Source: an optimization exercise on an open RTL-to-GDS flow (aim: small area). Production flows keep margins and buffers that such runs may drop. No functional check of the RTL was part of any run shown here.

## config.mk

```make
export PLATFORM = sky130hd
export DESIGN_NAME = acdma_top
export DESIGN_NICKNAME = acdma_top
export VERILOG_FILES = /design/flow/design.v
export SDC_FILE = /design/flow/constraint.sdc
export NUM_CORES = 4
export LEC_CHECK = 0
export CAP_MARGIN = 20
export CORE_MARGIN = 2
export CORE_UTILIZATION = 40
export PLACE_DENSITY = 0.6
export SLEW_MARGIN = 20
```

## constraint.sdc

```tcl
create_clock -name core_clock -period 4.0 [get_ports {clk}]
set_input_delay 0.8000 -clock core_clock [delete_from_list [all_inputs] [get_ports {clk}]]
set_output_delay 0.8000 -clock core_clock [all_outputs]
set_load 0.01 [all_outputs]
```

## design.v

```verilog
package AggrCDMAPkg;
    parameter int CDMA_CODE_WIDTH = 16;                      
    parameter int NUM_PORTS       = CDMA_CODE_WIDTH;         
    parameter int DATA_WIDTH      = 8;                       
    parameter int LOG_CODE_WIDTH  = $clog2(CDMA_CODE_WIDTH-1); 
    parameter int COUNTER_WIDTH   = $clog2(CDMA_CODE_WIDTH-1);   
    parameter logic [CDMA_CODE_WIDTH*CDMA_CODE_WIDTH-1:0] CDMA_CODES    
                   = { 16'd0,
                       16'd21845,
                       16'd13107,
                       16'd26214,
                       16'd3855,
                       16'd23130,
                       16'd15420,
                       16'd26985,
                       16'd255,
                       16'd21930,
                       16'd13260,
                       16'd26265,
                       16'd4080,
                       16'd23205,
                       16'd15555,
                       16'd27030};
    typedef   logic [DATA_WIDTH-1:0] dataWord;  
endpackage
module acdma_top (
  input  logic         clk,
  input  logic         rst,
  input  logic [127:0] data_in,
  output logic [127:0] decoded_out
);
  logic [15:1] chip;
  wire  [15:0] chipx = {chip, 1'b0};
  wire  [3:0]  ph = ~{chip[8], chip[4], chip[2], chip[1]};
  wire  [3:0]  nn = ~(ph + 4'h1);
  always_ff @(posedge clk) begin
    if (rst) chip <= 15'd0;
    else begin
      chip[1] <= nn[0];
      chip[2] <= nn[1];
      chip[3] <= nn[0] ^ nn[1];
      chip[4] <= nn[2];
      chip[5] <= nn[0] ^ nn[2];
      chip[6] <= nn[1] ^ nn[2];
      chip[7] <= nn[0] ^ nn[1] ^ nn[2];
      chip[8] <= nn[3];
      chip[9] <= nn[0] ^ nn[3];
      chip[10] <= nn[1] ^ nn[3];
      chip[11] <= nn[0] ^ nn[1] ^ nn[3];
      chip[12] <= nn[2] ^ nn[3];
      chip[13] <= nn[0] ^ nn[2] ^ nn[3];
      chip[14] <= nn[1] ^ nn[2] ^ nn[3];
      chip[15] <= nn[0] ^ nn[1] ^ nn[2] ^ nn[3];
    end
  end
  logic [127:0] w;
  assign w[7:0] = {~(data_in[7] ^ chipx[0]), data_in[6:0] ^ {7{chipx[0]}}};
  assign w[15:8] = {~(data_in[15] ^ chipx[1]), data_in[14:8] ^ {7{chipx[1]}}};
  assign w[23:16] = {~(data_in[23] ^ chipx[2]), data_in[22:16] ^ {7{chipx[2]}}};
  assign w[31:24] = {~(data_in[31] ^ chipx[3]), data_in[30:24] ^ {7{chipx[3]}}};
  assign w[39:32] = {~(data_in[39] ^ chipx[4]), data_in[38:32] ^ {7{chipx[4]}}};
  assign w[47:40] = {~(data_in[47] ^ chipx[5]), data_in[46:40] ^ {7{chipx[5]}}};
  assign w[55:48] = {~(data_in[55] ^ chipx[6]), data_in[54:48] ^ {7{chipx[6]}}};
  assign w[63:56] = {~(data_in[63] ^ chipx[7]), data_in[62:56] ^ {7{chipx[7]}}};
  assign w[71:64] = {~(data_in[71] ^ chipx[8]), data_in[70:64] ^ {7{chipx[8]}}};
  assign w[79:72] = {~(data_in[79] ^ chipx[9]), data_in[78:72] ^ {7{chipx[9]}}};
  assign w[87:80] = {~(data_in[87] ^ chipx[10]), data_in[86:80] ^ {7{chipx[10]}}};
  assign w[95:88] = {~(data_in[95] ^ chipx[11]), data_in[94:88] ^ {7{chipx[11]}}};
  assign w[103:96] = {~(data_in[103] ^ chipx[12]), data_in[102:96] ^ {7{chipx[12]}}};
  assign w[111:104] = {~(data_in[111] ^ chipx[13]), data_in[110:104] ^ {7{chipx[13]}}};
  assign w[119:112] = {~(data_in[119] ^ chipx[14]), data_in[118:112] ^ {7{chipx[14]}}};
  assign w[127:120] = {~(data_in[127] ^ chipx[15]), data_in[126:120] ^ {7{chipx[15]}}};
  wire ts0, tc0;
  assign {tc0, ts0} = w[120] + w[112] + w[104];
  wire ts1, tc1;
  assign {tc1, ts1} = w[96] + w[88];
  wire ts2, tc2;
  assign {tc2, ts2} = w[121] + w[113] + w[105];
  wire ts3, tc3;
  assign {tc3, ts3} = w[97] + w[89] + w[81];
  wire ts4, tc4;
  assign {tc4, ts4} = w[73] + w[65];
  wire ts5, tc5;
  assign {tc5, ts5} = w[122] + w[114] + w[106];
  wire ts6, tc6;
  assign {tc6, ts6} = w[98] + w[90] + w[82];
  wire ts7, tc7;
  assign {tc7, ts7} = w[74] + w[66] + w[58];
  wire ts8, tc8;
  assign {tc8, ts8} = w[123] + w[115] + w[107];
  wire ts9, tc9;
  assign {tc9, ts9} = w[99] + w[91] + w[83];
  wire ts10, tc10;
  assign {tc10, ts10} = w[75] + w[67] + w[59];
  wire ts11, tc11;
  assign {tc11, ts11} = w[124] + w[116] + w[108];
  wire ts12, tc12;
  assign {tc12, ts12} = w[100] + w[92] + w[84];
  wire ts13, tc13;
  assign {tc13, ts13} = w[76] + w[68] + w[60];
  wire ts14, tc14;
  assign {tc14, ts14} = w[125] + w[117] + w[109];
  wire ts15, tc15;
  assign {tc15, ts15} = w[101] + w[93] + w[85];
  wire ts16, tc16;
  assign {tc16, ts16} = w[77] + w[69] + w[61];
  wire ts17, tc17;
  assign {tc17, ts17} = w[126] + w[118] + w[110];
  wire ts18, tc18;
  assign {tc18, ts18} = w[102] + w[94] + w[86];
  wire ts19, tc19;
  assign {tc19, ts19} = w[78] + w[70] + w[62];
  wire ts20, tc20;
  assign {tc20, ts20} = w[127] + w[119] + w[111];
  wire ts21, tc21;
  assign {tc21, ts21} = w[103] + w[95] + w[87];
  wire ts22, tc22;
  assign {tc22, ts22} = w[79] + w[71] + w[63];
  wire ts23, tc23;
  assign {tc23, ts23} = w[80] + w[72] + w[64];
  wire ts24, tc24;
  assign {tc24, ts24} = w[56] + w[48] + w[40];
  wire ts25, tc25;
  assign {tc25, ts25} = tc1 + tc0 + w[57];
  wire ts26, tc26;
  assign {tc26, ts26} = w[49] + w[41] + w[33];
  wire ts27, tc27;
  assign {tc27, ts27} = w[25] + w[17] + w[9];
  wire ts28, tc28;
  assign {tc28, ts28} = tc4 + tc3 + tc2;
  wire ts29, tc29;
  assign {tc29, ts29} = w[50] + w[42] + w[34];
  wire ts30, tc30;
  assign {tc30, ts30} = w[26] + w[18] + w[10];
  wire ts31, tc31;
  assign {tc31, ts31} = w[2] + ts7;
  wire ts32, tc32;
  assign {tc32, ts32} = tc7 + tc6 + tc5;
  wire ts33, tc33;
  assign {tc33, ts33} = w[51] + w[43] + w[35];
  wire ts34, tc34;
  assign {tc34, ts34} = w[27] + w[19] + w[11];
  wire ts35, tc35;
  assign {tc35, ts35} = w[3] + ts10 + ts9;
  wire ts36, tc36;
  assign {tc36, ts36} = tc10 + tc9 + tc8;
  wire ts37, tc37;
  assign {tc37, ts37} = w[52] + w[44] + w[36];
  wire ts38, tc38;
  assign {tc38, ts38} = w[28] + w[20] + w[12];
  wire ts39, tc39;
  assign {tc39, ts39} = w[4] + ts13 + ts12;
  wire ts40, tc40;
  assign {tc40, ts40} = tc13 + tc12 + tc11;
  wire ts41, tc41;
  assign {tc41, ts41} = w[53] + w[45] + w[37];
  wire ts42, tc42;
  assign {tc42, ts42} = w[29] + w[21] + w[13];
  wire ts43, tc43;
  assign {tc43, ts43} = w[5] + ts16 + ts15;
  wire ts44, tc44;
  assign {tc44, ts44} = tc16 + tc15 + tc14;
  wire ts45, tc45;
  assign {tc45, ts45} = w[54] + w[46] + w[38];
  wire ts46, tc46;
  assign {tc46, ts46} = w[30] + w[22] + w[14];
  wire ts47, tc47;
  assign {tc47, ts47} = w[6] + ts19 + ts18;
  wire ts48, tc48;
  assign {tc48, ts48} = tc19 + tc18 + tc17;
  wire ts49, tc49;
  assign {tc49, ts49} = w[55] + w[47] + w[39];
  wire ts50, tc50;
  assign {tc50, ts50} = w[31] + w[23] + w[15];
  wire ts51, tc51;
  assign {tc51, ts51} = w[7] + ts22 + ts21;
  wire ts52, tc52;
  assign {tc52, ts52} = w[32] + w[24] + w[16];
  wire ts53, tc53;
  assign {tc53, ts53} = w[8] + w[0];
  wire ts54, tc54;
  assign {tc54, ts54} = tc24 + tc23 + w[1];
  wire ts55, tc55;
  assign {tc55, ts55} = ts4 + ts3 + ts2;
  wire ts56, tc56;
  assign {tc56, ts56} = ts27 + ts26;
  wire ts57, tc57;
  assign {tc57, ts57} = tc27 + tc26 + tc25;
  wire ts58, tc58;
  assign {tc58, ts58} = ts6 + ts5 + ts31;
  wire ts59, tc59;
  assign {tc59, ts59} = ts30 + ts29 + ts28;
  wire ts60, tc60;
  assign {tc60, ts60} = tc31 + tc30 + tc29;
  wire ts61, tc61;
  assign {tc61, ts61} = tc28 + ts8 + ts35;
  wire ts62, tc62;
  assign {tc62, ts62} = ts34 + ts33 + ts32;
  wire ts63, tc63;
  assign {tc63, ts63} = tc35 + tc34 + tc33;
  wire ts64, tc64;
  assign {tc64, ts64} = tc32 + ts11 + ts39;
  wire ts65, tc65;
  assign {tc65, ts65} = ts38 + ts37 + ts36;
  wire ts66, tc66;
  assign {tc66, ts66} = tc39 + tc38 + tc37;
  wire ts67, tc67;
  assign {tc67, ts67} = tc36 + ts14 + ts43;
  wire ts68, tc68;
  assign {tc68, ts68} = ts42 + ts41 + ts40;
  wire ts69, tc69;
  assign {tc69, ts69} = tc43 + tc42 + tc41;
  wire ts70, tc70;
  assign {tc70, ts70} = tc40 + ts17 + ts47;
  wire ts71, tc71;
  assign {tc71, ts71} = ts46 + ts45 + ts44;
  wire ts72, tc72;
  assign {tc72, ts72} = tc47 + tc46 + tc45;
  wire ts73, tc73;
  assign {tc73, ts73} = tc44 + ts20 + ts51;
  wire ts74, tc74;
  assign {tc74, ts74} = ts50 + ts49 + ts48;
  wire ts75, tc75;
  assign {tc75, ts75} = tc51 + tc50 + tc49;
  wire ts76, tc76;
  assign {tc76, ts76} = tc48 + tc22 + tc21;
  wire ts77, tc77;
  assign {tc77, ts77} = ts1 + ts0 + ts24;
  wire ts78, tc78;
  assign {tc78, ts78} = tc53 + tc52 + ts25;
  wire ts79, tc79;
  assign {tc79, ts79} = ts56 + ts55;
  wire ts80, tc80;
  assign {tc80, ts80} = tc56 + tc55 + tc54;
  wire ts81, tc81;
  assign {tc81, ts81} = ts59 + ts58 + ts57;
  wire ts82, tc82;
  assign {tc82, ts82} = tc59 + tc58 + tc57;
  wire ts83, tc83;
  assign {tc83, ts83} = ts62 + ts61 + ts60;
  wire ts84, tc84;
  assign {tc84, ts84} = tc62 + tc61 + tc60;
  wire ts85, tc85;
  assign {tc85, ts85} = ts65 + ts64 + ts63;
  wire ts86, tc86;
  assign {tc86, ts86} = tc65 + tc64 + tc63;
  wire ts87, tc87;
  assign {tc87, ts87} = ts68 + ts67 + ts66;
  wire ts88, tc88;
  assign {tc88, ts88} = tc68 + tc67 + tc66;
  wire ts89, tc89;
  assign {tc89, ts89} = ts71 + ts70 + ts69;
  wire ts90, tc90;
  assign {tc90, ts90} = tc71 + tc70 + tc69;
  wire ts91, tc91;
  assign {tc91, ts91} = ts74 + ts73 + ts72;
  wire ts92, tc92;
  assign {tc92, ts92} = tc74 + tc73 + tc72;
  wire ts93, tc93;
  assign {tc93, ts93} = tc20 + ts76 + ts75;
  wire ts94, tc94;
  assign {tc94, ts94} = ts23 + ts53;
  wire ts95, tc95;
  assign {tc95, ts95} = tc77 + ts54 + ts79;
  wire ts96, tc96;
  assign {tc96, ts96} = tc79 + tc78 + ts81;
  wire ts97, tc97;
  assign {tc97, ts97} = tc81 + tc80 + ts83;
  wire ts98, tc98;
  assign {tc98, ts98} = tc83 + tc82 + ts85;
  wire ts99, tc99;
  assign {tc99, ts99} = tc85 + tc84 + ts87;
  wire ts100, tc100;
  assign {tc100, ts100} = tc87 + tc86 + ts89;
  wire ts101, tc101;
  assign {tc101, ts101} = tc89 + tc88 + ts91;
  wire ts102, tc102;
  assign {tc102, ts102} = tc91 + tc90 + ts93;
  wire ts103, tc103;
  assign {tc103, ts103} = tc93 + tc92 + tc76;
  wire ts104, tc104;
  assign {tc104, ts104} = ts52 + ts77;
  wire ts105, tc105;
  assign {tc105, ts105} = tc94 + ts78 + ts95;
  wire ts106, tc106;
  assign {tc106, ts106} = tc95 + ts80 + ts96;
  wire ts107, tc107;
  assign {tc107, ts107} = tc96 + ts82 + ts97;
  wire ts108, tc108;
  assign {tc108, ts108} = tc97 + ts84 + ts98;
  wire ts109, tc109;
  assign {tc109, ts109} = tc98 + ts86 + ts99;
  wire ts110, tc110;
  assign {tc110, ts110} = tc99 + ts88 + ts100;
  wire ts111, tc111;
  assign {tc111, ts111} = tc100 + ts90 + ts101;
  wire ts112, tc112;
  assign {tc112, ts112} = tc101 + ts92 + ts102;
  wire ts113, tc113;
  assign {tc113, ts113} = tc102 + tc75 + ts103;
  wire [11:0] ts = {1'b0, tc103, ts113, ts112, ts111, ts110, ts109, ts108, ts107, ts106, ts105, ts104};
  wire [11:0] tk = {1'b0, tc113, tc112, tc111, tc110, tc109, tc108, tc107, tc106, tc105, tc104, ts94};
  logic [11:0] as, ak, r1, r2, r3, x;
  logic [7:0]  xd;
  wire sel = ~ph[0];   
  always_ff @(posedge clk) begin
    as <= ts; ak <= tk;
    r1 <= as + ak; r2 <= r1; r3 <= r2;
    x  <= r2 + (sel ? ~r3 : r1) + {11'd0, sel};
    xd <= x[11:4];
  end
  logic [7:0] sl, sh;
  logic clr_lo, clr_hi;
  logic [3:0] klo [0:7];
  logic [7:0] khi [0:7];
  assign clr_lo = (ph == 4'd4) | (ph == 4'd5);
  assign clr_hi = (ph == 4'd5) | (ph == 4'd6);
  always_comb begin
    case (ph)
      4'd0: begin sl = 8'haa; sh = 8'hcc; end
      4'd1: begin sl = 8'h55; sh = 8'haa; end
      4'd2: begin sl = 8'h00; sh = 8'h55; end
      4'd3: begin sl = 8'h00; sh = 8'h00; end
      4'd4: begin sl = 8'h5a; sh = 8'h00; end
      4'd5: begin sl = 8'hb4; sh = 8'h5a; end
      4'd6: begin sl = 8'he1; sh = 8'hb4; end
      4'd7: begin sl = 8'hc3; sh = 8'he1; end
      4'd8: begin sl = 8'ha5; sh = 8'hc3; end
      4'd9: begin sl = 8'h4b; sh = 8'ha5; end
      4'd10: begin sl = 8'h1e; sh = 8'h4b; end
      4'd11: begin sl = 8'h3c; sh = 8'h1e; end
      4'd12: begin sl = 8'h99; sh = 8'h3c; end
      4'd13: begin sl = 8'h33; sh = 8'h99; end
      4'd14: begin sl = 8'h66; sh = 8'h33; end
      4'd15: begin sl = 8'hcc; sh = 8'h66; end
      default: begin sl = 8'h00; sh = 8'h00; end
    endcase
  end
  assign klo[0] = ph[0] ? 4'hc : 4'hc;
  assign khi[0] = ph[0] ? 8'hff : 8'hff;
  assign klo[1] = ph[0] ? 4'hc : 4'hc;
  assign khi[1] = ph[0] ? 8'hff : 8'hff;
  assign klo[2] = ph[0] ? 4'hc : 4'h8;
  assign khi[2] = ph[0] ? 8'h07 : 8'hff;
  assign klo[3] = ph[0] ? 4'h8 : 4'hc;
  assign khi[3] = ph[0] ? 8'hff : 8'hff;
  assign klo[4] = ph[0] ? 4'hc : 4'hc;
  assign khi[4] = ph[0] ? 8'hff : 8'hff;
  assign klo[5] = ph[0] ? 4'hc : 4'hc;
  assign khi[5] = ph[0] ? 8'hff : 8'hff;
  assign klo[6] = ph[0] ? 4'hc : 4'hc;
  assign khi[6] = ph[0] ? 8'hff : 8'hff;
  assign klo[7] = ph[0] ? 4'hc : 4'hc;
  assign khi[7] = ph[0] ? 8'hff : 8'hff;
  logic [11:0] ring [0:15];
  logic [7:0]  cy;
  wire [3:0] la0 = clr_lo ? klo[0] : ring[0][3:0];
  wire [3:0] lb0 = x[3:0] ^ {4{sl[0]}};
  wire [4:0] lc0;
  wire [3:0] ls0;
  assign lc0[0] = 1'b0;
  assign {lc0[1], ls0[0]} = la0[0] + lb0[0] + lc0[0];
  assign {lc0[2], ls0[1]} = la0[1] + lb0[1] + lc0[1];
  assign {lc0[3], ls0[2]} = la0[2] + lb0[2] + lc0[2];
  assign {lc0[4], ls0[3]} = la0[3] + lb0[3] + lc0[3];
  wire [7:0] ha0 = clr_hi ? khi[0] : ring[1][11:4];
  wire [7:0] hb0 = xd ^ {8{sh[0]}};
  wire [8:0] hc0;
  wire [7:0] hs0;
  assign hc0[0] = cy[0];
  assign {hc0[1], hs0[0]} = ha0[0] + hb0[0] + hc0[0];
  assign {hc0[2], hs0[1]} = ha0[1] + hb0[1] + hc0[1];
  assign {hc0[3], hs0[2]} = ha0[2] + hb0[2] + hc0[2];
  assign {hc0[4], hs0[3]} = ha0[3] + hb0[3] + hc0[3];
  assign {hc0[5], hs0[4]} = ha0[4] + hb0[4] + hc0[4];
  assign {hc0[6], hs0[5]} = ha0[5] + hb0[5] + hc0[5];
  assign {hc0[7], hs0[6]} = ha0[6] + hb0[6] + hc0[6];
  assign hs0[7] = ha0[7] ^ hb0[7] ^ hc0[7];
  assign hc0[8] = 1'b0;
  wire [3:0] la1 = clr_lo ? klo[1] : ring[2][3:0];
  wire [3:0] lb1 = x[3:0] ^ {4{sl[1]}};
  wire [4:0] lc1;
  wire [3:0] ls1;
  assign lc1[0] = 1'b0;
  assign {lc1[1], ls1[0]} = la1[0] + lb1[0] + lc1[0];
  assign {lc1[2], ls1[1]} = la1[1] + lb1[1] + lc1[1];
  assign {lc1[3], ls1[2]} = la1[2] + lb1[2] + lc1[2];
  assign {lc1[4], ls1[3]} = la1[3] + lb1[3] + lc1[3];
  wire [7:0] ha1 = clr_hi ? khi[1] : ring[3][11:4];
  wire [7:0] hb1 = xd ^ {8{sh[1]}};
  wire [8:0] hc1;
  wire [7:0] hs1;
  assign hc1[0] = cy[1];
  assign {hc1[1], hs1[0]} = ha1[0] + hb1[0] + hc1[0];
  assign {hc1[2], hs1[1]} = ha1[1] + hb1[1] + hc1[1];
  assign {hc1[3], hs1[2]} = ha1[2] + hb1[2] + hc1[2];
  assign {hc1[4], hs1[3]} = ha1[3] + hb1[3] + hc1[3];
  assign {hc1[5], hs1[4]} = ha1[4] + hb1[4] + hc1[4];
  assign {hc1[6], hs1[5]} = ha1[5] + hb1[5] + hc1[5];
  assign {hc1[7], hs1[6]} = ha1[6] + hb1[6] + hc1[6];
  assign hs1[7] = ha1[7] ^ hb1[7] ^ hc1[7];
  assign hc1[8] = 1'b0;
  wire [3:0] la2 = clr_lo ? klo[2] : ring[4][3:0];
  wire [3:0] lb2 = x[3:0] ^ {4{sl[2]}};
  wire [4:0] lc2;
  wire [3:0] ls2;
  assign lc2[0] = 1'b0;
  assign {lc2[1], ls2[0]} = la2[0] + lb2[0] + lc2[0];
  assign {lc2[2], ls2[1]} = la2[1] + lb2[1] + lc2[1];
  assign {lc2[3], ls2[2]} = la2[2] + lb2[2] + lc2[2];
  assign {lc2[4], ls2[3]} = la2[3] + lb2[3] + lc2[3];
  wire [7:0] ha2 = clr_hi ? khi[2] : ring[5][11:4];
  wire [7:0] hb2 = xd ^ {8{sh[2]}};
  wire [8:0] hc2;
  wire [7:0] hs2;
  assign hc2[0] = cy[2];
  assign {hc2[1], hs2[0]} = ha2[0] + hb2[0] + hc2[0];
  assign {hc2[2], hs2[1]} = ha2[1] + hb2[1] + hc2[1];
  assign {hc2[3], hs2[2]} = ha2[2] + hb2[2] + hc2[2];
  assign {hc2[4], hs2[3]} = ha2[3] + hb2[3] + hc2[3];
  assign {hc2[5], hs2[4]} = ha2[4] + hb2[4] + hc2[4];
  assign {hc2[6], hs2[5]} = ha2[5] + hb2[5] + hc2[5];
  assign {hc2[7], hs2[6]} = ha2[6] + hb2[6] + hc2[6];
  assign hs2[7] = ha2[7] ^ hb2[7] ^ hc2[7];
  assign hc2[8] = 1'b0;
  wire [3:0] la3 = clr_lo ? klo[3] : ring[6][3:0];
  wire [3:0] lb3 = x[3:0] ^ {4{sl[3]}};
  wire [4:0] lc3;
  wire [3:0] ls3;
  assign lc3[0] = 1'b0;
  assign {lc3[1], ls3[0]} = la3[0] + lb3[0] + lc3[0];
  assign {lc3[2], ls3[1]} = la3[1] + lb3[1] + lc3[1];
  assign {lc3[3], ls3[2]} = la3[2] + lb3[2] + lc3[2];
  assign {lc3[4], ls3[3]} = la3[3] + lb3[3] + lc3[3];
  wire [7:0] ha3 = clr_hi ? khi[3] : ring[7][11:4];
  wire [7:0] hb3 = xd ^ {8{sh[3]}};
  wire [8:0] hc3;
  wire [7:0] hs3;
  assign hc3[0] = cy[3];
  assign {hc3[1], hs3[0]} = ha3[0] + hb3[0] + hc3[0];
  assign {hc3[2], hs3[1]} = ha3[1] + hb3[1] + hc3[1];
  assign {hc3[3], hs3[2]} = ha3[2] + hb3[2] + hc3[2];
  assign {hc3[4], hs3[3]} = ha3[3] + hb3[3] + hc3[3];
  assign {hc3[5], hs3[4]} = ha3[4] + hb3[4] + hc3[4];
  assign {hc3[6], hs3[5]} = ha3[5] + hb3[5] + hc3[5];
  assign {hc3[7], hs3[6]} = ha3[6] + hb3[6] + hc3[6];
  assign hs3[7] = ha3[7] ^ hb3[7] ^ hc3[7];
  assign hc3[8] = 1'b0;
  wire [3:0] la4 = clr_lo ? klo[4] : ring[8][3:0];
  wire [3:0] lb4 = x[3:0] ^ {4{sl[4]}};
  wire [4:0] lc4;
  wire [3:0] ls4;
  assign lc4[0] = 1'b0;
  assign {lc4[1], ls4[0]} = la4[0] + lb4[0] + lc4[0];
  assign {lc4[2], ls4[1]} = la4[1] + lb4[1] + lc4[1];
  assign {lc4[3], ls4[2]} = la4[2] + lb4[2] + lc4[2];
  assign {lc4[4], ls4[3]} = la4[3] + lb4[3] + lc4[3];
  wire [7:0] ha4 = clr_hi ? khi[4] : ring[9][11:4];
  wire [7:0] hb4 = xd ^ {8{sh[4]}};
  wire [8:0] hc4;
  wire [7:0] hs4;
  assign hc4[0] = cy[4];
  assign {hc4[1], hs4[0]} = ha4[0] + hb4[0] + hc4[0];
  assign {hc4[2], hs4[1]} = ha4[1] + hb4[1] + hc4[1];
  assign {hc4[3], hs4[2]} = ha4[2] + hb4[2] + hc4[2];
  assign {hc4[4], hs4[3]} = ha4[3] + hb4[3] + hc4[3];
  assign {hc4[5], hs4[4]} = ha4[4] + hb4[4] + hc4[4];
  assign {hc4[6], hs4[5]} = ha4[5] + hb4[5] + hc4[5];
  assign {hc4[7], hs4[6]} = ha4[6] + hb4[6] + hc4[6];
  assign hs4[7] = ha4[7] ^ hb4[7] ^ hc4[7];
  assign hc4[8] = 1'b0;
  wire [3:0] la5 = clr_lo ? klo[5] : ring[10][3:0];
  wire [3:0] lb5 = x[3:0] ^ {4{sl[5]}};
  wire [4:0] lc5;
  wire [3:0] ls5;
  assign lc5[0] = 1'b0;
  assign {lc5[1], ls5[0]} = la5[0] + lb5[0] + lc5[0];
  assign {lc5[2], ls5[1]} = la5[1] + lb5[1] + lc5[1];
  assign {lc5[3], ls5[2]} = la5[2] + lb5[2] + lc5[2];
  assign {lc5[4], ls5[3]} = la5[3] + lb5[3] + lc5[3];
  wire [7:0] ha5 = clr_hi ? khi[5] : ring[11][11:4];
  wire [7:0] hb5 = xd ^ {8{sh[5]}};
  wire [8:0] hc5;
  wire [7:0] hs5;
  assign hc5[0] = cy[5];
  assign {hc5[1], hs5[0]} = ha5[0] + hb5[0] + hc5[0];
  assign {hc5[2], hs5[1]} = ha5[1] + hb5[1] + hc5[1];
  assign {hc5[3], hs5[2]} = ha5[2] + hb5[2] + hc5[2];
  assign {hc5[4], hs5[3]} = ha5[3] + hb5[3] + hc5[3];
  assign {hc5[5], hs5[4]} = ha5[4] + hb5[4] + hc5[4];
  assign {hc5[6], hs5[5]} = ha5[5] + hb5[5] + hc5[5];
  assign {hc5[7], hs5[6]} = ha5[6] + hb5[6] + hc5[6];
  assign hs5[7] = ha5[7] ^ hb5[7] ^ hc5[7];
  assign hc5[8] = 1'b0;
  wire [3:0] la6 = clr_lo ? klo[6] : ring[12][3:0];
  wire [3:0] lb6 = x[3:0] ^ {4{sl[6]}};
  wire [4:0] lc6;
  wire [3:0] ls6;
  assign lc6[0] = 1'b0;
  assign {lc6[1], ls6[0]} = la6[0] + lb6[0] + lc6[0];
  assign {lc6[2], ls6[1]} = la6[1] + lb6[1] + lc6[1];
  assign {lc6[3], ls6[2]} = la6[2] + lb6[2] + lc6[2];
  assign {lc6[4], ls6[3]} = la6[3] + lb6[3] + lc6[3];
  wire [7:0] ha6 = clr_hi ? khi[6] : ring[13][11:4];
  wire [7:0] hb6 = xd ^ {8{sh[6]}};
  wire [8:0] hc6;
  wire [7:0] hs6;
  assign hc6[0] = cy[6];
  assign {hc6[1], hs6[0]} = ha6[0] + hb6[0] + hc6[0];
  assign {hc6[2], hs6[1]} = ha6[1] + hb6[1] + hc6[1];
  assign {hc6[3], hs6[2]} = ha6[2] + hb6[2] + hc6[2];
  assign {hc6[4], hs6[3]} = ha6[3] + hb6[3] + hc6[3];
  assign {hc6[5], hs6[4]} = ha6[4] + hb6[4] + hc6[4];
  assign {hc6[6], hs6[5]} = ha6[5] + hb6[5] + hc6[5];
  assign {hc6[7], hs6[6]} = ha6[6] + hb6[6] + hc6[6];
  assign hs6[7] = ha6[7] ^ hb6[7] ^ hc6[7];
  assign hc6[8] = 1'b0;
  wire [3:0] la7 = clr_lo ? klo[7] : ring[14][3:0];
  wire [3:0] lb7 = x[3:0] ^ {4{sl[7]}};
  wire [4:0] lc7;
  wire [3:0] ls7;
  assign lc7[0] = 1'b0;
  assign {lc7[1], ls7[0]} = la7[0] + lb7[0] + lc7[0];
  assign {lc7[2], ls7[1]} = la7[1] + lb7[1] + lc7[1];
  assign {lc7[3], ls7[2]} = la7[2] + lb7[2] + lc7[2];
  assign {lc7[4], ls7[3]} = la7[3] + lb7[3] + lc7[3];
  wire [7:0] ha7 = clr_hi ? khi[7] : ring[15][11:4];
  wire [7:0] hb7 = xd ^ {8{sh[7]}};
  wire [8:0] hc7;
  wire [7:0] hs7;
  assign hc7[0] = cy[7];
  assign {hc7[1], hs7[0]} = ha7[0] + hb7[0] + hc7[0];
  assign {hc7[2], hs7[1]} = ha7[1] + hb7[1] + hc7[1];
  assign {hc7[3], hs7[2]} = ha7[2] + hb7[2] + hc7[2];
  assign {hc7[4], hs7[3]} = ha7[3] + hb7[3] + hc7[3];
  assign {hc7[5], hs7[4]} = ha7[4] + hb7[4] + hc7[4];
  assign {hc7[6], hs7[5]} = ha7[5] + hb7[5] + hc7[5];
  assign {hc7[7], hs7[6]} = ha7[6] + hb7[6] + hc7[6];
  assign hs7[7] = ha7[7] ^ hb7[7] ^ hc7[7];
  assign hc7[8] = 1'b0;
  always_ff @(posedge clk) begin
    ring[1] <= {ring[0][11:4], ls0};
    cy[0] <= lc0[4];
    ring[2] <= {hs0, ring[1][3:0]};
    ring[3] <= {ring[2][11:4], ls1};
    cy[1] <= lc1[4];
    ring[4] <= {hs1, ring[3][3:0]};
    ring[5] <= {ring[4][11:4], ls2};
    cy[2] <= lc2[4];
    ring[6] <= {hs2, ring[5][3:0]};
    ring[7] <= {ring[6][11:4], ls3};
    cy[3] <= lc3[4];
    ring[8] <= {hs3, ring[7][3:0]};
    ring[9] <= {ring[8][11:4], ls4};
    cy[4] <= lc4[4];
    ring[10] <= {hs4, ring[9][3:0]};
    ring[11] <= {ring[10][11:4], ls5};
    cy[5] <= lc5[4];
    ring[12] <= {hs5, ring[11][3:0]};
    ring[13] <= {ring[12][11:4], ls6};
    cy[6] <= lc6[4];
    ring[14] <= {hs6, ring[13][3:0]};
    ring[15] <= {ring[14][11:4], ls7};
    cy[7] <= lc7[4];
    ring[0] <= {hs7, ring[15][3:0]};
  end
  assign decoded_out[7:0] = ring[5][11:4];
  assign decoded_out[15:8] = ring[6][11:4];
  assign decoded_out[23:16] = ring[7][11:4];
  assign decoded_out[31:24] = ring[8][11:4];
  assign decoded_out[39:32] = ring[9][11:4];
  assign decoded_out[47:40] = ring[10][11:4];
  assign decoded_out[55:48] = ring[11][11:4];
  assign decoded_out[63:56] = ring[12][11:4];
  assign decoded_out[71:64] = ring[13][11:4];
  assign decoded_out[79:72] = ring[14][11:4];
  assign decoded_out[87:80] = ring[15][11:4];
  assign decoded_out[95:88] = ring[0][11:4];
  assign decoded_out[103:96] = ring[1][11:4];
  assign decoded_out[111:104] = ring[2][11:4];
  assign decoded_out[119:112] = ring[3][11:4];
  assign decoded_out[127:120] = ring[4][11:4];
endmodule
```

## run.sh

```bash
#!/bin/bash
# synth_recipe.tcl (not shown) runs the flow's synth.tcl, then flattens the netlist and writes it again
# the make line also repeats each setting of config.mk as NAME=value (left out here)
make -C /OpenROAD-flow-scripts/flow DESIGN_CONFIG=/design/flow/config.mk WORK_HOME=/design/flow/orfs CLKGATE_MAP_FILE= SYNTH_SCRIPT=/design/flow/synth_recipe.tcl finish
```

==> results.ini, run 1 <==
[routing]
dr.pass1.iters=4
drcViolationCount=0
wl_per_cell_um=16.23
vias=9330
drtIter0Drc=190
drt-total-wl_um=34740
final_antenna_net_count=0
vias_per_cell=4.360

[synthesis]
synth-main-ff-cell=dfxtp_1
ys_types=66
ys_warn_count=4
synth_edf_count=0
synth_top_cell_by_area=dfxtp_1
synthCells=1388
async_flop_share_pct=0
synthTopCellsByArea=dfxtp_1 (37%), fa_1 (24%), xnor2_1 (11%)
synth_common_cells=dfxtp_1 (293), xnor2_1 (202), fa_1 (189)
netlist.area_leader.share_pct=36.77
syn_nets=1753
syn-cell-area_sq_um=15950
synth_area_per_cell_sq_um=11.49
seq_area_frac_synth_pct=36.77
yosysMostFrequentCell=dfxtp_1
synth-seq-cells=293

[place]
dp_cells=2052
hpwl_um=27870
io_buffers=257
gp_congestion=0.8212
place_ws_ns=-0.6445

[grt]
grt_use_met2_pct=31.22
grt_busiest_layer=met2
grt_pass1_wl_um=54540
gr-usage-met1_pct=20.68
grt_pass1_vias=10260
globalRouteMet3Util_pct=2.605
grt_max_degree=39
antenna_found_initial=2
overflow=0
track_usage_pct=17.01

[floorplanning]
num_rows=73
io_pins=258
dieArea_sq_um=41500
coreArea_sq_um=39550
fp.dieW_um=203.7
start_util_pct=40.34
die_y_um=203.7

[layout]
nNetsFinal=1953
final_cells=2140
syn_to_final_growth_pct=27.76
drive_above_1_share_pct=19.16

[setup_path]
cp.required_ns=4.46
start_kind=flip-flop
crit_top_cell=fa_2
crit_path_end_kind=flip-flop
cp_cell_sequence=buf_6, ha_4, buf_6, a21oi_4, a22oi_4, xnor2_2, fa_2, inv_2, fa_2, fa_2, fa_2, fa_2, fa_2, fa_2, xnor2_2, xnor2_1, xnor2_1
path_buf_inv=3
crit_fanout=4
slowest_stage=fa_2
cp_slowest_stage_delay_ns=0.42
cp_data_arrival_time_ns=4.93
path_delay_family=adder cells
critPathKind=reg -> reg

[clock_network]
numCtsBuffers=31
clk_latency_ns=0.57
cts_root_buf=clkbuf_16
cts.path.max_buffers=3
cts.htree.levels=1
clock-sinks=293
cts.clk_slew.worst_paths_ns=0.06
cts_tree=yes

[sta]
slew_viol_final=0
tightest_slew_ns=0.6595
hold_viol_final=0
rsz0062_at_grt=yes
worst_slack_ns=-0.4678
worst_clock_skew_ns=0.01422
slew_headroom_pct=55.97
timing.final.crit_share_pct=111.7
period_minus_slack_ns=4.468
fmax_mhz=223.8
finalSetupViolations=18

[status]
outcome=complete, but fails checks
so_faults=negative setup slack

[worst_hold_path]
hold_path_class=reg -> reg

[flow_run]
cap_violations=0

[repair_timing]
item,CTS,global route
endpoints found under the setup margin,31,30
hold buffers,0,0
setup buffers,11,17
endpoints found under the hold margin,0,0
pin swaps,46,40
gates resized for setup,65,44
[cells by family (layout without fill, tap and decap cells)]
| kind of cell | after synthesis | in the layout | share of synthesized area, % |
|---|---|---|---|
| and+or+nand+nor | 174 | 174 | 5.835 |
| xor gates and xnor gates | 262 | 262 | 14.60 |
| adders and majority gates | 235 | 235 | 27.32 |
| other | 0 | 2 | 0 |
| muxes | 6 | 6 | 0.4627 |
| buffers and inverters | 334 | 559 | 11.31 |
| DFF | 293 | 293 | 36.77 |
| AOI/OAI and AO/OA | 84 | 84 | 3.710 |
[cell type report]
| type | count | area, sq um |
|---|---|---|
| multi-input combinational | 761 | 8842 |
| sequential | 293 | 5889 |
| inverter | 155 | 599.3 |
| timing repair buffer | 346 | 3353 |
| fill | 3459 | 19170 |
| clock buffer | 45 | 918.4 |
| clock inverter | 13 | 118.9 |
| antenna | 2 | 5.005 |
| tap | 525 | 656.9 |
[worst paths after layout]
path | from | to | slack (ns) | depth (start not counted)
setup / recovery | chip[2] | ring[14][11] | -0.47 | 17
hold / removal | x[6] | xd[2] | 0.32 | 0
setup reg to reg | chip[2] | ring[14][11] | -0.47 | 17
hold reg to reg | x[6] | xd[2] | 0.32 | 0
[sequential cells by signal, summed over array words and instances (netlist names)]
register / flops
cy: 8
chip: 15
ak: 11
as: 11
xd: 8
x: 12
r2: 12
ring: 192
r3: 12
r1: 12
[layer usage]
metal	part of all wire (%)	routed length, um	vias up
met1	42	14490	4606
met3	4.2	1445	54
li1	-	-	4462
met5	0	0	-
met2	52	17940	208
met4	2.5	868	0
[placed cells by master (no fill, tap or decap), types with 10 or more instances in the layout]
cell type / instances
xnor2_2: 27
dlygate4sd2_1: 10
nor2b_1: 24
fa_2: 62
clkdlybuf4s50_1: 239
a21oi_1: 32
buf_4: 72
ha_1: 40
inv_1: 139
clkbuf_16: 31
fa_1: 127
xnor2_1: 175
xor2_1: 55
nor2_1: 57
nand2_1: 12
buf_6: 10
dfxtp_1: 282
nand2b_1: 44
inv_2: 13
o21ai_0: 10
[stage by stage]
stage	util (%)	cell area (sq um)	TNS (ns)	hold WS, ns
global placement	47.34	18720	-12.48	0.3098
finish	51.54	20380	-3.714	0.3155
floorplan	-	16260	-3.902	0.3096
global route	51.53	20380	-6.635	0.3194
CTS	50.78	20080	-4.015	0.3125
detailed placement	47.34	18720	-13.44	0.3121
==> run 2: changes to the inputs <==
--- a/design.v
+++ b/design.v
@@ -280,31 +280,16 @@
   assign {tc103, ts103} = tc93 + tc92 + tc76;
-  wire ts104, tc104;
-  assign {tc104, ts104} = ts52 + ts77;
-  wire ts105, tc105;
-  assign {tc105, ts105} = tc94 + ts78 + ts95;
-  wire ts106, tc106;
-  assign {tc106, ts106} = tc95 + ts80 + ts96;
-  wire ts107, tc107;
-  assign {tc107, ts107} = tc96 + ts82 + ts97;
-  wire ts108, tc108;
-  assign {tc108, ts108} = tc97 + ts84 + ts98;
-  wire ts109, tc109;
-  assign {tc109, ts109} = tc98 + ts86 + ts99;
-  wire ts110, tc110;
-  assign {tc110, ts110} = tc99 + ts88 + ts100;
-  wire ts111, tc111;
-  assign {tc111, ts111} = tc100 + ts90 + ts101;
-  wire ts112, tc112;
-  assign {tc112, ts112} = tc101 + ts92 + ts102;
-  wire ts113, tc113;
-  assign {tc113, ts113} = tc102 + tc75 + ts103;
-  wire [11:0] ts = {1'b0, tc103, ts113, ts112, ts111, ts110, ts109, ts108, ts107, ts106, ts105, ts104};
-  wire [11:0] tk = {1'b0, tc113, tc112, tc111, tc110, tc109, tc108, tc107, tc106, tc105, tc104, ts94};
-  logic [11:0] as, ak, r1, r2, r3, x;
-  logic [7:0]  xd;
+  wire [11:0] t0 = {1'b0, tc103, ts103, ts102, ts101, ts100, ts99, ts98, ts97, ts96, ts95, ts94};
+  wire [11:0] t1 = {1'b0, 1'b0, tc75, ts92, ts90, ts88, ts86, ts84, ts82, ts80, ts78, ts77};
+  wire [11:0] t2 = {1'b0, 1'b0, tc102, tc101, tc100, tc99, tc98, tc97, tc96, tc95, tc94, ts52};
+  logic [11:0] a0, a1, a2;
+  logic [11:0] r1, r2, x;
+  logic [7:0] xd;
   wire sel = ~ph[0];   
   always_ff @(posedge clk) begin
-    as <= ts; ak <= tk;
-    r1 <= as + ak; r2 <= r1; r3 <= r2;
-    x  <= r2 + (sel ? ~r3 : r1) + {11'd0, sel};
+    a0 <= t0;
+    a1 <= t1;
+    a2 <= t2;
+    r1 <= a0 + a1 + a2;
+    r2 <= r1;
+    x  <= (sel ? {r2[10:0], 1'b0} : r2) + (sel ? ~x : r1);
     xd <= x[11:4];
@@ -313,27 +298,30 @@
   logic clr_lo, clr_hi;
-  logic [3:0] klo [0:7];
-  logic [7:0] khi [0:7];
   assign clr_lo = (ph == 4'd4) | (ph == 4'd5);
-  assign clr_hi = (ph == 4'd5) | (ph == 4'd6);
   always_comb begin
     case (ph)
-      4'd0: begin sl = 8'haa; sh = 8'hcc; end
-      4'd1: begin sl = 8'h55; sh = 8'haa; end
-      4'd2: begin sl = 8'h00; sh = 8'h55; end
-      4'd3: begin sl = 8'h00; sh = 8'h00; end
-      4'd4: begin sl = 8'h5a; sh = 8'h00; end
-      4'd5: begin sl = 8'hb4; sh = 8'h5a; end
-      4'd6: begin sl = 8'he1; sh = 8'hb4; end
-      4'd7: begin sl = 8'hc3; sh = 8'he1; end
-      4'd8: begin sl = 8'ha5; sh = 8'hc3; end
-      4'd9: begin sl = 8'h4b; sh = 8'ha5; end
-      4'd10: begin sl = 8'h1e; sh = 8'h4b; end
-      4'd11: begin sl = 8'h3c; sh = 8'h1e; end
-      4'd12: begin sl = 8'h99; sh = 8'h3c; end
-      4'd13: begin sl = 8'h33; sh = 8'h99; end
-      4'd14: begin sl = 8'h66; sh = 8'h33; end
-      4'd15: begin sl = 8'hcc; sh = 8'h66; end
-      default: begin sl = 8'h00; sh = 8'h00; end
+      4'd0: sl = 8'haa;
+      4'd1: sl = 8'h55;
+      4'd2: sl = 8'h00;
+      4'd3: sl = 8'h00;
+      4'd4: sl = 8'h5a;
+      4'd5: sl = 8'hb4;
+      4'd6: sl = 8'he1;
+      4'd7: sl = 8'hc3;
+      4'd8: sl = 8'ha5;
+      4'd9: sl = 8'h4b;
+      4'd10: sl = 8'h1e;
+      4'd11: sl = 8'h3c;
+      4'd12: sl = 8'h99;
+      4'd13: sl = 8'h33;
+      4'd14: sl = 8'h66;
+      4'd15: sl = 8'hcc;
+      default: sl = 8'h00;
     endcase
   end
+  always_ff @(posedge clk) begin
+    sh <= sl;
+    clr_hi <= clr_lo;
+  end
+  logic [3:0] klo [0:7];
+  logic [7:0] khi [0:7];
   assign klo[0] = ph[0] ? 4'hc : 4'hc;
@@ -343,5 +331,5 @@
   assign klo[2] = ph[0] ? 4'hc : 4'h8;
-  assign khi[2] = ph[0] ? 8'h07 : 8'hff;
-  assign klo[3] = ph[0] ? 4'h8 : 4'hc;
-  assign khi[3] = ph[0] ? 8'hff : 8'hff;
+  assign khi[2] = ph[0] ? 8'h7 : 8'hff;
+  assign klo[3] = ph[0] ? 4'h0 : 4'hc;
+  assign khi[3] = ph[0] ? 8'hff : 8'h0;
   assign klo[4] = ph[0] ? 4'hc : 4'hc;
@@ -367,3 +355,3 @@
   wire [7:0] hb0 = xd ^ {8{sh[0]}};
-  wire [8:0] hc0;
+  wire [7:0] hc0;
   wire [7:0] hs0;
@@ -378,3 +366,2 @@
   assign hs0[7] = ha0[7] ^ hb0[7] ^ hc0[7];
-  assign hc0[8] = 1'b0;
   wire [3:0] la1 = clr_lo ? klo[1] : ring[2][3:0];
@@ -390,3 +377,3 @@
   wire [7:0] hb1 = xd ^ {8{sh[1]}};
-  wire [8:0] hc1;
+  wire [7:0] hc1;
   wire [7:0] hs1;
@@ -401,3 +388,2 @@
   assign hs1[7] = ha1[7] ^ hb1[7] ^ hc1[7];
-  assign hc1[8] = 1'b0;
   wire [3:0] la2 = clr_lo ? klo[2] : ring[4][3:0];
@@ -413,3 +399,3 @@
   wire [7:0] hb2 = xd ^ {8{sh[2]}};
-  wire [8:0] hc2;
+  wire [7:0] hc2;
   wire [7:0] hs2;
@@ -424,3 +410,2 @@
   assign hs2[7] = ha2[7] ^ hb2[7] ^ hc2[7];
-  assign hc2[8] = 1'b0;
   wire [3:0] la3 = clr_lo ? klo[3] : ring[6][3:0];
@@ -436,3 +421,3 @@
   wire [7:0] hb3 = xd ^ {8{sh[3]}};
-  wire [8:0] hc3;
+  wire [7:0] hc3;
   wire [7:0] hs3;
@@ -447,3 +432,2 @@
   assign hs3[7] = ha3[7] ^ hb3[7] ^ hc3[7];
-  assign hc3[8] = 1'b0;
   wire [3:0] la4 = clr_lo ? klo[4] : ring[8][3:0];
@@ -459,3 +443,3 @@
   wire [7:0] hb4 = xd ^ {8{sh[4]}};
-  wire [8:0] hc4;
+  wire [7:0] hc4;
   wire [7:0] hs4;
@@ -470,3 +454,2 @@
   assign hs4[7] = ha4[7] ^ hb4[7] ^ hc4[7];
-  assign hc4[8] = 1'b0;
   wire [3:0] la5 = clr_lo ? klo[5] : ring[10][3:0];
@@ -482,3 +465,3 @@
   wire [7:0] hb5 = xd ^ {8{sh[5]}};
-  wire [8:0] hc5;
+  wire [7:0] hc5;
   wire [7:0] hs5;
@@ -493,3 +476,2 @@
   assign hs5[7] = ha5[7] ^ hb5[7] ^ hc5[7];
-  assign hc5[8] = 1'b0;
   wire [3:0] la6 = clr_lo ? klo[6] : ring[12][3:0];
@@ -505,3 +487,3 @@
   wire [7:0] hb6 = xd ^ {8{sh[6]}};
-  wire [8:0] hc6;
+  wire [7:0] hc6;
   wire [7:0] hs6;
@@ -516,3 +498,2 @@
   assign hs6[7] = ha6[7] ^ hb6[7] ^ hc6[7];
-  assign hc6[8] = 1'b0;
   wire [3:0] la7 = clr_lo ? klo[7] : ring[14][3:0];
@@ -528,3 +509,3 @@
   wire [7:0] hb7 = xd ^ {8{sh[7]}};
-  wire [8:0] hc7;
+  wire [7:0] hc7;
   wire [7:0] hs7;
@@ -539,3 +520,2 @@
   assign hs7[7] = ha7[7] ^ hb7[7] ^ hc7[7];
-  assign hc7[8] = 1'b0;
   always_ff @(posedge clk) begin
==> results.ini, run 2 <==
[worst_hold_path]
min_from=ring[5][1]
hold_path_class=reg -> reg

[clock_network]
clk_latency_ns=0.50
numCtsBuffers=35
cts_tree=yes
cts.path.max_buffers=3
cts.htree.levels=2
clock-sinks=299
cts.clk_slew.worst_paths_ns=0.06
cts_root_buf=clkbuf_16

[layout]
largest_register_ff_count=192
final_cells=2078
syn_to_final_growth_pct=22.73
regMostFlops=ring
drive_above_1_share_pct=12.37
nNetsFinal=1897
final_area_sq_um=19470
final_cell_mix=dfxtp_1 (296), clkdlybuf4s50_1 (257), xnor2_1 (187), inv_1 (175), fa_1 (168)
diodes=0
reg.largest.list=ring: 192 flops, chip: 15 flops
mostFrequentLayoutCell=dfxtp_1

[synthesis]
synth_top_cell_by_area=dfxtp_1
ys_types=42
synthAdderAreaFrac_pct=27.00
ys_warn_count=4
synth_top_family_by_area=adder cells
synth_edf_count=0
yosys.area_share.simple_pct=4.653
synthTopCellsByArea=dfxtp_1 (38%), fa_1 (24%), xnor2_1 (10%)
async_flop_share_pct=0
syn-cell-area_sq_um=15870
synth_common_cells=dfxtp_1 (299), xnor2_1 (190), fa_1 (189)
synth_compound_area_share_pct=2.650
synth-main-ff-cell=dfxtp_1
yosysMostFrequentCell=dfxtp_1
synth.area.mux_share_pct=1.372
netlist.area_leader.share_pct=37.73
synthCells=1386
synth-xor-area-share_pct=14.84
synth_area_per_cell_sq_um=11.45
seq_area_frac_synth_pct=37.73
syn_nets=1745
synth-seq-cells=299

[sta]
slew_headroom_pct=59.03
slew_viol_final=0
hold_viol_final=0
period_minus_slack_ns=3.838
tightest_slew_ns=0.6138
whs_ns=0.3228
worst_slack_ns=0.1621
finalSetupViolations=0
timing.final.crit_share_pct=95.95
worst_clock_skew_ns=0.01171
rsz0062_at_grt=no
fmax_mhz=260.6

[routing]
drcViolationCount=0
vias=8931
drt-total-wl_um=33110
drtIter0Drc=223
final_antenna_net_count=0
vias_per_cell=4.298
dr.pass1.iters=4
wl_per_cell_um=15.94

[setup_path]
cp.required_ns=4.39
crit_path_end_kind=flip-flop
start_kind=flip-flop
crit_start=clr_hi
critPathKind=reg -> reg
worstReg2RegStart=clr_hi
crit_fanout=10
cp_data_arrival_time_ns=4.22

[grt]
overflow=0
antenna_found_initial=0
grt_max_degree=34
grt_pass1_vias=9899
track_usage_pct=16.56
grt_pass1_wl_um=52440

[floorplanning]
num_rows=72
io_pins=258
coreArea_sq_um=38920
start_util_pct=40.77
die_y_um=203.2
dieArea_sq_um=41270
fp.dieW_um=203.2

[status]
outcome=finished clean

[place]
hpwl_um=27360
dp_cells=2019
gp_congestion=0.8505
place_ws_ns=-0.2552
io_buffers=257
placed_area_sq_um=18240

[flow_run]
cap_violations=0

## run 2: changes by cell type after synthesis, moves of 6 or more
cell	previous run	this run
ha_1	46	40
buf_1	11	5
mux2_2	1	11
nand2b_1	44	2
clkbuf_1	20	33
nor3_1	6	0
dfxtp_1	293	299
xnor2_1	202	190
or2_2	6	44
inv_1	153	175
nand3_1	1	7
nor2_1	63	53
xor2_1	57	72
## run 2: worst paths after layout
| kind | cells past startpoint | slack [ns] | endpoint |
|---|---|---|---|
| worst max-delay path | 12 | 0.16 | ring[12][11] |
| worst min-delay path | 0 | 0.32 | ring[6][1] |
| worst max register to register | 12 | 0.16 | ring[12][11] |
| worst min register to register | 0 | 0.32 | ring[6][1] |
## run 2: layer usage
metal | wire [um] | vias to the layer above | global-route usage (%) | part of all wire, %
met5 | 0 | - | 0 | 0
met4 | 767 | 0 | 4.718 | 2.3
met3 | 1652 | 54 | 2.733 | 5.0
met2 | 17090 | 207 | 31.05 | 52
met1 | 13600 | 4363 | 19.40 | 41
li1 | - | 4307 | - | -
## run 2: critical path: stages, from the launching register on
cell and delay [ns]:
dfxtp_2 0.34, buf_12 0.14, buf_4 0.14, nor2_1 0.15, fa_1 0.19, inv_1 0.05, fa_1 0.43, fa_1 0.44
fa_2 0.41, fa_1 0.43, fa_1 0.43, fa_1 0.43, xnor2_1 0.14
## run 2: logic make-up after synthesis
family / after synthesis
XOR/XNOR: 265
multiplexers: 20
buffers and inverters: 359
AND/OR/NAND/NOR: 147
AO/OA/AOI/OAI: 67
flip-flops: 299
adder cells (fa/ha/maj): 229
## run 2: area by class of cell
class,instances,area [sq um]
Fill cell,3488,19450
Multi-Input combinational cell,728,8108
Sequential cell,299,5992
Timing Repair Buffer,298,2905
Clock buffer,51,1059
Inverter,176,661.9
Tap cell,518,648.1
Clock inverter,8,97.59
## run 2: what timing repair did
action / 4_1_cts / 5_1_grt
pin swaps: 1 / 4
resized for setup: 5 / 21
setup endpoints to repair: 6 / 8
setup buffers: 0 / 0
cloned: 0 / 0
hold buffers: 0 / 0
## run 2: stage by stage
step | setup TNS [ns] | utilization (%)
floorplan | -0.004619 | -
global placement | -2.145 | 46.86
detailed placement | -2.779 | 46.86
CTS | -0.01164 | 49.86
global route | 0 | 50.03
finish | 0 | 50.03
==> run 3: changes to the inputs <==
--- a/design.v
+++ b/design.v
@@ -280,6 +280,25 @@
   assign {tc103, ts103} = tc93 + tc92 + tc76;
-  wire [11:0] t0 = {1'b0, tc103, ts103, ts102, ts101, ts100, ts99, ts98, ts97, ts96, ts95, ts94};
-  wire [11:0] t1 = {1'b0, 1'b0, tc75, ts92, ts90, ts88, ts86, ts84, ts82, ts80, ts78, ts77};
-  wire [11:0] t2 = {1'b0, 1'b0, tc102, tc101, tc100, tc99, tc98, tc97, tc96, tc95, tc94, ts52};
-  logic [11:0] a0, a1, a2;
+  wire ts104, tc104;
+  assign {tc104, ts104} = ts52 + ts77;
+  wire ts105, tc105;
+  assign {tc105, ts105} = tc94 + ts78 + ts95;
+  wire ts106, tc106;
+  assign {tc106, ts106} = tc95 + ts80 + ts96;
+  wire ts107, tc107;
+  assign {tc107, ts107} = tc96 + ts82 + ts97;
+  wire ts108, tc108;
+  assign {tc108, ts108} = tc97 + ts84 + ts98;
+  wire ts109, tc109;
+  assign {tc109, ts109} = tc98 + ts86 + ts99;
+  wire ts110, tc110;
+  assign {tc110, ts110} = tc99 + ts88 + ts100;
+  wire ts111, tc111;
+  assign {tc111, ts111} = tc100 + ts90 + ts101;
+  wire ts112, tc112;
+  assign {tc112, ts112} = tc101 + ts92 + ts102;
+  wire ts113, tc113;
+  assign {tc113, ts113} = tc102 + tc75 + ts103;
+  wire [11:0] t0 = {1'b0, tc103, ts113, ts112, ts111, ts110, ts109, ts108, ts107, ts106, ts105, ts104};
+  wire [11:0] t1 = {1'b0, tc113, tc112, tc111, tc110, tc109, tc108, tc107, tc106, tc105, tc104, ts94};
+  logic [11:0] a0, a1;
   logic [11:0] r1, r2, x;
@@ -290,4 +309,3 @@
     a1 <= t1;
-    a2 <= t2;
-    r1 <= a0 + a1 + a2;
+    r1 <= a0 + a1;
     r2 <= r1;
==> results.ini, run 3 <==
[setup_path]
cp_cell_sequence=clkdlybuf4s50_1, xnor2_1, fa_2, fa_1, fa_1, fa_1, inv_1, fa_2, fa_1
cp_data_arrival_time_ns=4.40
cp.required_ns=4.43
crit_path_end_kind=flip-flop
start_kind=input pin
crit_top_cell=fa_1
crit_fanout=1
critPathKind=in -> reg
slowest_stage=fa_1
cp_slowest_stage_delay_ns=0.55

[routing]
final_antenna_net_count=0
drcViolationCount=0
drtIter0Drc=256
vias_per_cell=4.380
drt-total-wl_um=33250
vias=9062
wl_per_cell_um=16.07
dr.pass1.iters=6

[clock_network]
post_cts_buffers=0
cts.clk_slew.worst_paths_ns=0.06
cts_root_buf=clkbuf_16
cts_tree=yes
cts.path.max_buffers=3
cts.htree.levels=1
clock-sinks=290
numCtsBuffers=31
clk_latency_ns=0.58
cts_hold_buf=0

[synthesis]
synth_edf_count=0
syn_nets=1751
synth_top_cell_by_area=dfxtp_1
ys_warn_count=4
syn-cell-area_sq_um=15820
seq_area_frac_synth_pct=36.69
synthTopCellsByArea=dfxtp_1 (37%), fa_1 (24%), xnor2_1 (11%)
synthCells=1391
yosysMostFrequentCell=dfxtp_1
synth-main-ff-cell=dfxtp_1
synth_area_per_cell_sq_um=11.38
netlist.area_leader.share_pct=36.69
synth_common_cells=dfxtp_1 (290), xnor2_1 (192), fa_1 (188)
ys_types=59
async_flop_share_pct=0
synth-seq-cells=290

[sta]
setup-tns-final_ns=0
rsz0062_at_grt=yes
finalSetupViolations=0
fmax_mhz=252.0
slew_viol_final=0
hold_viol_final=0
slew_headroom_pct=46.30
period_minus_slack_ns=3.968
tightest_slew_ns=0.8047
worst_slack_ns=0.03234
worst_clock_skew_ns=0.03168
timing.final.crit_share_pct=99.19
whs_ns=0.3063

[floorplanning]
io_pins=258
fp.dieW_um=202.9
dieArea_sq_um=41160
die_y_um=202.9
coreArea_sq_um=38830
num_rows=72
start_util_pct=40.75

[layout]
fillCellCount=3440
reg.largest.list=ring: 192 flops, chip: 15 flops
final_cell_mix=dfxtp_1 (279), clkdlybuf4s50_1 (224), fa_1 (158), xnor2_1 (156), inv_1 (155)
mostFrequentLayoutCell=dfxtp_1
syn_to_final_growth_pct=24.81
largest_register_ff_count=192
nNetsFinal=1885
final_cells=2069
regMostFlops=ring
drive_above_1_share_pct=15.94

[grt]
grt_pass1_wl_um=53460
grt_pass1_vias=10260
grt_max_degree=27
track_usage_pct=16.62
antenna_found_initial=1
overflow=0

[worst_hold_path]
hold_path_class=reg -> reg

[status]
outcome=finished clean

[place]
place_ws_ns=-0.6389
hpwl_um=27370
io_buffers=257
gp_congestion=0.8142
dp_cells=2010

[flow_run]
cap_violations=0

-- run 3: cell count changes after synthesis, sizes merged, moves of 4 or more --
cell and delta:
a21oi -7, clkbuf +9, o21ai +7, inv -13
xor2 -6, a31oi -4, dfxtp -9, buf -4
-- run 3: what timing repair did --
item,4_1_cts,5_1_grt
setup endpoints to repair,20,21
endpoints found under the hold margin,0,0
pin swaps,25,41
resized for setup,39,86
-- run 3: worst paths after layout --
kind / startpoint / end / slack, ns / cells past startpoint
max reg2reg: chip[11] / a0[6] / 0.08 / 11
min reg2reg: ring[3][3] / ring[4][3] / 0.31 / 0
max: data_in[109] / a0[6] / 0.03 / 9
min: ring[3][3] / ring[4][3] / 0.31 / 0
-- run 3: cell type report --
| cell class | count | area, sq um | area share (%) |
|---|---|---|---|
| Sequential cell | 290 | 5834 | 29.54 |
| Antenna cell | 1 | 2.502 | 0.01267 |
| Clock inverter | 21 | 359.1 | 1.818 |
| Tap cell | 518 | 648.1 | 3.282 |
| Multi-Input combinational cell | 750 | 8573 | 43.41 |
| Inverter | 163 | 613.1 | 3.105 |
| Clock buffer | 37 | 818.3 | 4.144 |
| Timing Repair Buffer | 289 | 2899 | 14.68 |
-- run 3: worst max-delay path: cells and delay by family --
family / cells / cell delay (ns)
adder cells (fa/ha/maj): 6 / 2.95
buffers and inverters: 2 / 0.48
XOR/XNOR: 1 / 0.17
-- run 3: cells by family after synthesis --
logic type	after synthesis	synth area share (%)
buffers and inverters	351	11.52
AND/OR/NAND/NOR	160	5.259
multiplexers	20	1.376
XOR/XNOR	261	14.66
AO/OA/AOI/OAI	79	3.385
flip-flops	290	36.69
adder cells (fa/ha/maj)	230	27.11
-- run 3: per-layer routing --
layer / vias to the layer above / part of all wire (%) / track usage [%]
li1: 4337 / - / -
met2: 209 / 52 / 30.79
met5: - / 0 / 0
met1: 4471 / 41 / 19.87
met4: 0 / 2.0 / 4.223
met3: 45 / 4.9 / 2.825
-- run 3: through the flow --
| step | instance area (sq um) | util [%] |
|---|---|---|
| 2_1_floorplan | 15860 | - |
| 3_3_place_gp | 18130 | 46.69 |
| 3_5_place_dp | 18130 | 46.69 |
| 4_1_cts | 19390 | 49.95 |
| 5_1_grt | 19750 | 50.86 |
| 6_report | 19750 | 50.86 |

## afterwards: timing with drivers on the ports
How much do the figures lean on ideal ports? The routed layouts below were timed once more, with nothing changed but the port constraints.
Step 1: set_driving_cell puts a clkbuf_16 on clk and a buf_2 on each other input, an assumption about the parent block.
Step 2 adds t to the input delays and takes it off the output delays; t is the mean of the earliest and latest rising clock arrival at the registers after step 1. Input paths then give back, and output paths get back, about the clock's delay inside the block.
a / b / c = ideal / step 1 / step 2; a / b = the first two.
run | shift t [ns] | slack for setup (ns) | clock arrival spread, ns | slew at the worst register clock pin (ns) | worst slew at a driven data input, ns
run 1 | 0.611 | -0.468 / -0.468 / -0.639 | 0.018 / 0.019 | 0.06 / 0.06 | 0.08
run 2 | 0.548 | 0.162 / 0.162 / -0.248 | 0.012 / 0.012 | 0.06 / 0.06 | 0.06
run 3 | 0.611 | 0.032 / 0.058 / -0.553 | 0.033 / 0.033 | 0.06 / 0.06 | 0.07
Met with ideal ports but missed after step 2: setup timing in run 2 and run 3. For run 3, which loses most, drivers alone change the setup slack by +0.026 ns; drivers and shift together by -0.585 ns.
